This design comes from an exercise in tuning for small area and a short achievable clock period on the open sky130 flow, not from production work. At most, simulation tests tie the RTL to the original design; equivalence was not proved.

==> inputs of v20 <==
==> flow/design.v (excerpt) <==
module CTE ( clk, reset, op_mode, in_en, yuv_in, rgb_in, busy, out_valid, rgb_out, yuv_out);
==> flow/config.mk <==
export PLATFORM = sky130hd
export DESIGN_NAME = CTE
export DESIGN_NICKNAME = CTE
export VERILOG_FILES = /design/flow/design.v
export SDC_FILE = /design/flow/constraint.sdc
export NUM_CORES = 4
export LEC_CHECK = 0
export CAP_MARGIN = 20
export CORE_MARGIN = 2
export CORE_UTILIZATION = 40
export SLEW_MARGIN = 20
export SYNTH_HIERARCHICAL = 1
==> flow/constraint.sdc <==
create_clock -name core_clock -period 25.0 [get_ports {clk}]
set_input_delay 5.0000 -clock core_clock [delete_from_list [all_inputs] [get_ports {clk}]]
set_output_delay 5.0000 -clock core_clock [all_outputs]
set_load 0.01 [all_outputs]
standard.sh (not shown) runs the stock make flow with config.mk's settings and CLKGATE_MAP_FILE= SYNTH_SCRIPT=/design/flow/synth_recipe.tcl, a recipe that flattens the netlist after the stock synthesis.
==> flow/flow/run.sh <==
#!/bin/bash
# Standard layout (the standard.sh: standard synthesis and ORFS flow), with the
# port buffers made from buf_2 instead of the default delay buffer.
set -euo pipefail
bash standard.sh "BUFFER_PORTS_ARGS=-buffer_cell sky130_fd_sc_hd__buf_2" finish > standard_flow.log 2>&1
==> v16: changes against v20 <==
--- a/flow/design.v
+++ b/flow/design.v
@@ -224,11 +224,12 @@
 wire m0_201 = ~m0_194 & (m0_193 | m0_191);
 wire m0_202 = ~m0_194 & (m0_193 | m0_192);
 assign rgb = {m0_7, m0_6, m0_5, m0_4, m0_3, m0_2, m0_1, m0_0, m0_140, m0_139, m0_138, m0_137, m0_136, m0_135, m0_134, m0_133, m0_202, m0_201, m0_200, m0_199, m0_198, m0_197, m0_196, m0_195};
 wire [7:0] ir = rgb_in[23:16], ig = rgb_in[15:8], ib = rgb_in[7:0];
 wire [7:0] dr = d[23:16], dg = d[15:8], db = d[7:0];
-wire su = op_mode & (cnt == 2'd0), sy = op_mode & cnt[0], sv = op_mode & (cnt == 2'd2), sz = ~op_mode;
+wire sz = ((cnt == 2'd3) & ~(busy_r & valid_r)) | ((cnt == 2'd0) & busy_r);
+wire su = (cnt == 2'd0) & ~busy_r, sy = cnt[0] & ~sz, sv = (cnt == 2'd2);
 wire [15:0] na;
 wire [7:0] q;
 assign yuv_out = q;
 wire ea_0 = (su & ir[0]) | (sv & dr[0]);
 wire ea_1 = (su & ir[1]) | (sv & dr[1]) | (sy & dr[0]);
@@ -938,17 +939,14 @@
             if (cnt == 2'd3) valid_r <= 1'b0;
         end
     end
 end
 always @(posedge clk) begin
+    if (in_en || sz) np <= na;
     if (op_mode) begin
         if (in_en && !cnt[0]) d <= rgb_in;
-        if (in_en) np <= na;
-    end else begin
-        np <= na;
-    end
-    if (!op_mode && in_en && !busy_r) begin
+    end else if (in_en && !busy_r) begin
         if (cnt == 2'd0) d[23:16] <= yuv_in;
         if (cnt == 2'd2) d[15:8] <= yuv_in;
         if (cnt[0]) d[7:0] <= yuv_in;
     end
 end
==> flow/config.mk (replaced) <==
export PLATFORM = sky130hd
export DESIGN_NAME = CTE
export DESIGN_NICKNAME = CTE
export VERILOG_FILES = /design/flow/design.v
export SDC_FILE = /design/flow/constraint.sdc
export NUM_CORES = 4
export LEC_CHECK = 0
export ABC_CLOCK_PERIOD_IN_PS = 4500
export CAP_MARGIN = 20
export CORE_MARGIN = 2
export CORE_UTILIZATION = 40
export SLEW_MARGIN = 20
export SYNTH_HIERARCHICAL = 1
==> v8: changes against v20 <==
--- a/flow/design.v
+++ b/flow/design.v
@@ -224,11 +224,12 @@
 wire m0_201 = ~m0_194 & (m0_193 | m0_191);
 wire m0_202 = ~m0_194 & (m0_193 | m0_192);
 assign rgb = {m0_7, m0_6, m0_5, m0_4, m0_3, m0_2, m0_1, m0_0, m0_140, m0_139, m0_138, m0_137, m0_136, m0_135, m0_134, m0_133, m0_202, m0_201, m0_200, m0_199, m0_198, m0_197, m0_196, m0_195};
 wire [7:0] ir = rgb_in[23:16], ig = rgb_in[15:8], ib = rgb_in[7:0];
 wire [7:0] dr = d[23:16], dg = d[15:8], db = d[7:0];
-wire su = op_mode & (cnt == 2'd0), sy = op_mode & cnt[0], sv = op_mode & (cnt == 2'd2), sz = ~op_mode;
+wire sz = ((cnt == 2'd3) & ~(busy_r & valid_r)) | ((cnt == 2'd0) & busy_r);
+wire su = (cnt == 2'd0) & ~busy_r, sy = cnt[0] & ~sz, sv = (cnt == 2'd2);
 wire [15:0] na;
 wire [7:0] q;
 assign yuv_out = q;
 wire ea_0 = (su & ir[0]) | (sv & dr[0]);
 wire ea_1 = (su & ir[1]) | (sv & dr[1]) | (sy & dr[0]);
@@ -938,17 +939,14 @@
             if (cnt == 2'd3) valid_r <= 1'b0;
         end
     end
 end
 always @(posedge clk) begin
+    if (in_en || sz) np <= na;
     if (op_mode) begin
         if (in_en && !cnt[0]) d <= rgb_in;
-        if (in_en) np <= na;
-    end else begin
-        np <= na;
-    end
-    if (!op_mode && in_en && !busy_r) begin
+    end else if (in_en && !busy_r) begin
         if (cnt == 2'd0) d[23:16] <= yuv_in;
         if (cnt == 2'd2) d[15:8] <= yuv_in;
         if (cnt[0]) d[7:0] <= yuv_in;
     end
 end
==> impl_metrics.csv <==
group,metric,value,unit
detailed_routing,vias_per_cell,5.349,
global_route,grt_max_degree,41,
yosys,muxShareOfSynthArea,0.2955,%
sta,finClkSkew,0.004759,ns
floorplanning,die_width,142.0,um
detailed_routing,vias,5349,
run_status,status,"timing/DRC/antenna clean",
setup_path,cp.depth,12,
floorplanning,die_area,20170,um^2
hold_path,hold_path.startpoint,"cnt[0]",
cells_and_area,synthToLayoutAreaGrowth,6.370,%
yosys,synth_simple_gate_area_share,12.64,%
The numbers above come from v16.

==> impl_metrics.csv <==
group,metric,value,unit
detailed_routing,vias_per_cell,5.349,
yosys,muxShareOfSynthArea,0.2955,%
hold_path,hold_path.startpoint,"cnt[0]",
global_route,grt_max_degree,41,
sta,finClkSkew,0.004759,ns
cells_and_area,synthToLayoutAreaGrowth,6.370,%
floorplanning,die_width,142.0,um
detailed_routing,vias,5349,
yosys,synth_simple_gate_area_share,12.64,%
run_status,status,"timing/DRC/antenna clean",
clock_network,numCtsBuffers,5,
floorplanning,die_area,20170,um^2
The numbers above come from v8.

==> impl_metrics.csv <==
group,metric,value,unit
hold_path,hold_path.startpoint,"valid_r",
detailed_routing,vias,5630,
yosys,muxShareOfSynthArea,3.299,%
floorplanning,die_area,20180,um^2
detailed_routing,vias_per_cell,5.558,
cells_and_area,multi_input_area_share,75.25,%
sta,finClkSkew,0.009077,ns
yosys,synth_simple_gate_area_share,10.49,%
setup_path,cp.depth,16,
floorplanning,die_width,142.0,um
sta,tightest_slew,0.8290,ns
detailed_routing,met3WireLength,694,um
run_status,status,"timing/DRC/antenna clean",
The numbers above come from v20.

No functional check of the RTL was part of v20.

==> run R: inputs <==
CTE, a different RTL version from the one above (not shown whole).
clock: 25.0 ns
lec_check: 0
cap_margin: 20
core_margin: 2
core_utilization: 40
slew_margin: 20
synth_hierarchical: 1
==> flow/flow/run.sh <==
#!/bin/bash
# Standard layout (the standard.sh: standard synthesis and ORFS flow), with the
# port buffers made from buf_1 instead of the default delay buffer.
set -euo pipefail
bash standard.sh "BUFFER_PORTS_ARGS=-buffer_cell sky130_fd_sc_hd__buf_1" finish > standard_flow.log 2>&1
==> inputs of run M, as changes to run R <==
==> flow/flow/run.sh (replaced) <==
#!/bin/bash
# Standard layout (the standard.sh: standard synthesis and ORFS flow), with the
# port buffers made from buf_1 instead of the default delay buffer, and timing repair aiming 16.25 ns above zero slack.
set -euo pipefail
bash standard.sh "BUFFER_PORTS_ARGS=-buffer_cell sky130_fd_sc_hd__buf_1" "SETUP_SLACK_MARGIN=16.25" finish > standard_flow.log 2>&1
==> inputs of run E, as changes to run R <==
==> flow/flow/run.sh (replaced) <==
#!/bin/bash
# Standard layout (the standard.sh: standard synthesis and ORFS flow), with the
# port buffers made from buf_2 instead of the default delay buffer.
set -euo pipefail
bash standard.sh "BUFFER_PORTS_ARGS=-buffer_cell sky130_fd_sc_hd__buf_2" finish > standard_flow.log 2>&1
==> qor summary <==
item	run E	run M	run R
Run status	timing/DRC/antenna clean	timing/DRC/antenna clean	timing/DRC/antenna clean
Non-filler cells in the finished layout	1,100	1,123	1,101
DR WL/cell	17.67 um	17.85 um	17.63 um
Global router's overall resource usage	20.23%	20.42%	20.28%
Routed length on met2	8.836 mm	9.246 mm	9.002 mm
Resize count post-CTS	0	5	0
Met3 wire length	1.406 mm	1.446 mm	1.209 mm
Worst setup path startpoint	rgb_in[22]	rgb_in[14]	rgb_in[14]
Non-clock buffer share	4.459%	5.569%	3.550%
Overall via count from detail_route	5,933	6,115	5,963
Number of cells on the worst hold path	2	1	2
Count of plain and timing-repair buffers	72	95	73
Total non-filler cell area in the finished layout	8249 sq um	8493 sq um	8142 sq um
FMAX	0.1123 GHz	0.1134 GHz	0.1123 GHz
Vias in the first global route	6,065	6,136	6,141
NumNets Final	1,068	1,091	1,069

==> trial 17: inputs <==
Another version of the RTL of CTE (not shown whole).
// CTE
module CTE ( clk, reset, op_mode, in_en, yuv_in, rgb_in, busy, out_valid, rgb_out, yuv_out);
clock: 25.0 ns
lec_check: 0
cap_margin: 20
core_margin: 2
core_utilization: 40
slew_margin: 20
==> flow/flow/run.sh <==
#!/bin/bash
# Standard layout (the standard.sh: standard synthesis and ORFS flow), with the
# port buffers made from buf_2 instead of the default delay buffer, and timing repair aiming 15 ns above zero slack.
set -euo pipefail
bash standard.sh "BUFFER_PORTS_ARGS=-buffer_cell sky130_fd_sc_hd__buf_2" "SETUP_SLACK_MARGIN=15" finish > standard_flow.log 2>&1
==> inputs of build 51, as changes to trial 17 <==
==> flow/flow/run.sh (replaced) <==
#!/bin/bash
# Standard layout (the standard.sh: standard synthesis and ORFS flow), with the
# port buffers made from buf_2 instead of the default delay buffer, and timing repair aiming 18 ns above zero slack.
set -euo pipefail
bash standard.sh "BUFFER_PORTS_ARGS=-buffer_cell sky130_fd_sc_hd__buf_2" "SETUP_SLACK_MARGIN=18" finish > standard_flow.log 2>&1
==> comparison table <==
Status: trial 17 timing/DRC/antenna clean; build 51 timing/DRC/antenna clean
Fraction of layout instances using a drive strength above 1: trial 17 0.104; build 51 0.339
Clock-pin slew on the worst setup and hold paths: trial 17 60 ps; build 51 70 ps
Setup slack of the critical path after layout: trial 17 15280 ps; build 51 15680 ps
Logic depth of the worst path, buffers included: trial 17 12; build 51 13
Final weighted congestion of routability-driven global placement: trial 17 0.878; build 51 0.907
RSZ-0062 raised after global routing: trial 17 false; build 51 true
Vias in the first global route: trial 17 6276; build 51 6930
Util after Layout: trial 17 0.432; build 51 0.516
Layout Cell Area excl Fill: trial 17 9070 µm²; build 51 10800 µm²
Crit-path slowest cell: trial 17 fa_1; build 51 fa_2

==> try-garnet: inputs <==
Starting RTL as in the previous note.
==> flow/design.v (excerpt) <==
module CTE ( clk, reset, op_mode, in_en, yuv_in, rgb_in, busy, out_valid, rgb_out, yuv_out);
clock: 25.0 ns
lec_check: 0
cap_margin: 20
core_margin: 2
core_utilization: 40
slew_margin: 20
run.sh (not shown) runs the stock make flow with config.mk's settings and CLKGATE_MAP_FILE= SYNTH_SCRIPT=/design/flow/synth_recipe.tcl, a recipe that flattens the netlist after the stock synthesis.
Stock flow here: none of the scripts above is used.
==> try-nickel (differences from try-garnet) <==
==> flow/flow/run.sh (new file) <==
#!/bin/bash
# Standard layout (the standard.sh: standard synthesis and ORFS flow), with the
# port buffers made from buf_2 instead of the default delay buffer.
set -euo pipefail
bash standard.sh "BUFFER_PORTS_ARGS=-buffer_cell sky130_fd_sc_hd__buf_2" finish > standard_flow.log 2>&1
==> flow/standard.sh (new file) <==
#!/bin/bash
# synth_recipe.tcl (not shown) runs the flow's synth.tcl, then flattens the netlist and writes it again
# the make line also repeats each setting of config.mk as NAME=value (left out here)
make -C /OpenROAD-flow-scripts/flow DESIGN_CONFIG=/design/flow/config.mk WORK_HOME=/design/flow/orfs CLKGATE_MAP_FILE= SYNTH_SCRIPT=/design/flow/synth_recipe.tcl "${@:-finish}"
Settings changed: SYNTH_HIERARCHICAL set to 1.
removed: flow/run.sh
==> run_results.csv <==
group,metric,value,unit
min_path,min_from,"cnt[1]$_DFFE_PP0P_",
synthesis,yosys-top-cells-count,"172 x inv_1, 127 x fa_1, 98 x ha_1, 71 x nand2_1",
run_status,status,"timing/DRC/antenna clean",
final_layout,multi_input_cells,637,
The numbers above come from try-garnet.

==> run_results.csv <==
group,metric,value,unit
final_layout,multi_input_cells,669,
min_path,min_from,"valid_r$_DFFE_PP0P_",
run_status,status,"timing/DRC/antenna clean",
The numbers above come from try-nickel.

-- re-timing with driven ports --
Ports are ideal in the flow. The routed layouts listed here were re-timed in OpenROAD.
Step 1 (the two cells are an assumption about what drives the block):
set clk [get_ports {clk}]
set_driving_cell -lib_cell sky130_fd_sc_hd__clkbuf_16 $clk
set_driving_cell -lib_cell sky130_fd_sc_hd__buf_2 [delete_from_list [all_inputs] $clk]
Step 2 also shifts input and output timing later by t, the mid clock arrival at the registers, as if the neighbouring blocks saw the same clock.
Three values: no drivers, after step 1, after step 2; two values: the first two.
run | t (ns) | setup WS [ns] | slew at the worst register clock pin (ns)
v20 | 0.334 | 14.730 / 14.751 / 14.418 | 0.07 / 0.07
v16 | 0.327 | 15.614 / 15.576 / 15.903 | 0.07 / 0.07
v8 | 0.327 | 15.614 / 15.576 / 15.903 | 0.07 / 0.07
run R | 0.336 | 16.092 / 16.109 / 15.773 | 0.07 / 0.07
run M | 0.337 | 16.184 / 16.203 / 15.866 | 0.08 / 0.08
run E | 0.337 | 16.099 / 16.104 / 15.782 | 0.07 / 0.07
trial 17 | 0.326 | 15.278 / 15.239 / 15.380 | 0.06 / 0.06
build 51 | 0.329 | 15.677 / 15.638 / 15.838 | 0.07 / 0.07
try-garnet | 0.325 | 14.760 / 14.724 / 15.038 | 0.06 / 0.06
try-nickel | 0.320 | 15.564 / 15.584 / 15.264 | 0.06 / 0.06
After both steps every run listed still meets setup and hold. For run R, which loses most, drivers alone change the setup slack by +0.017 ns; drivers and shift together by -0.319 ns.
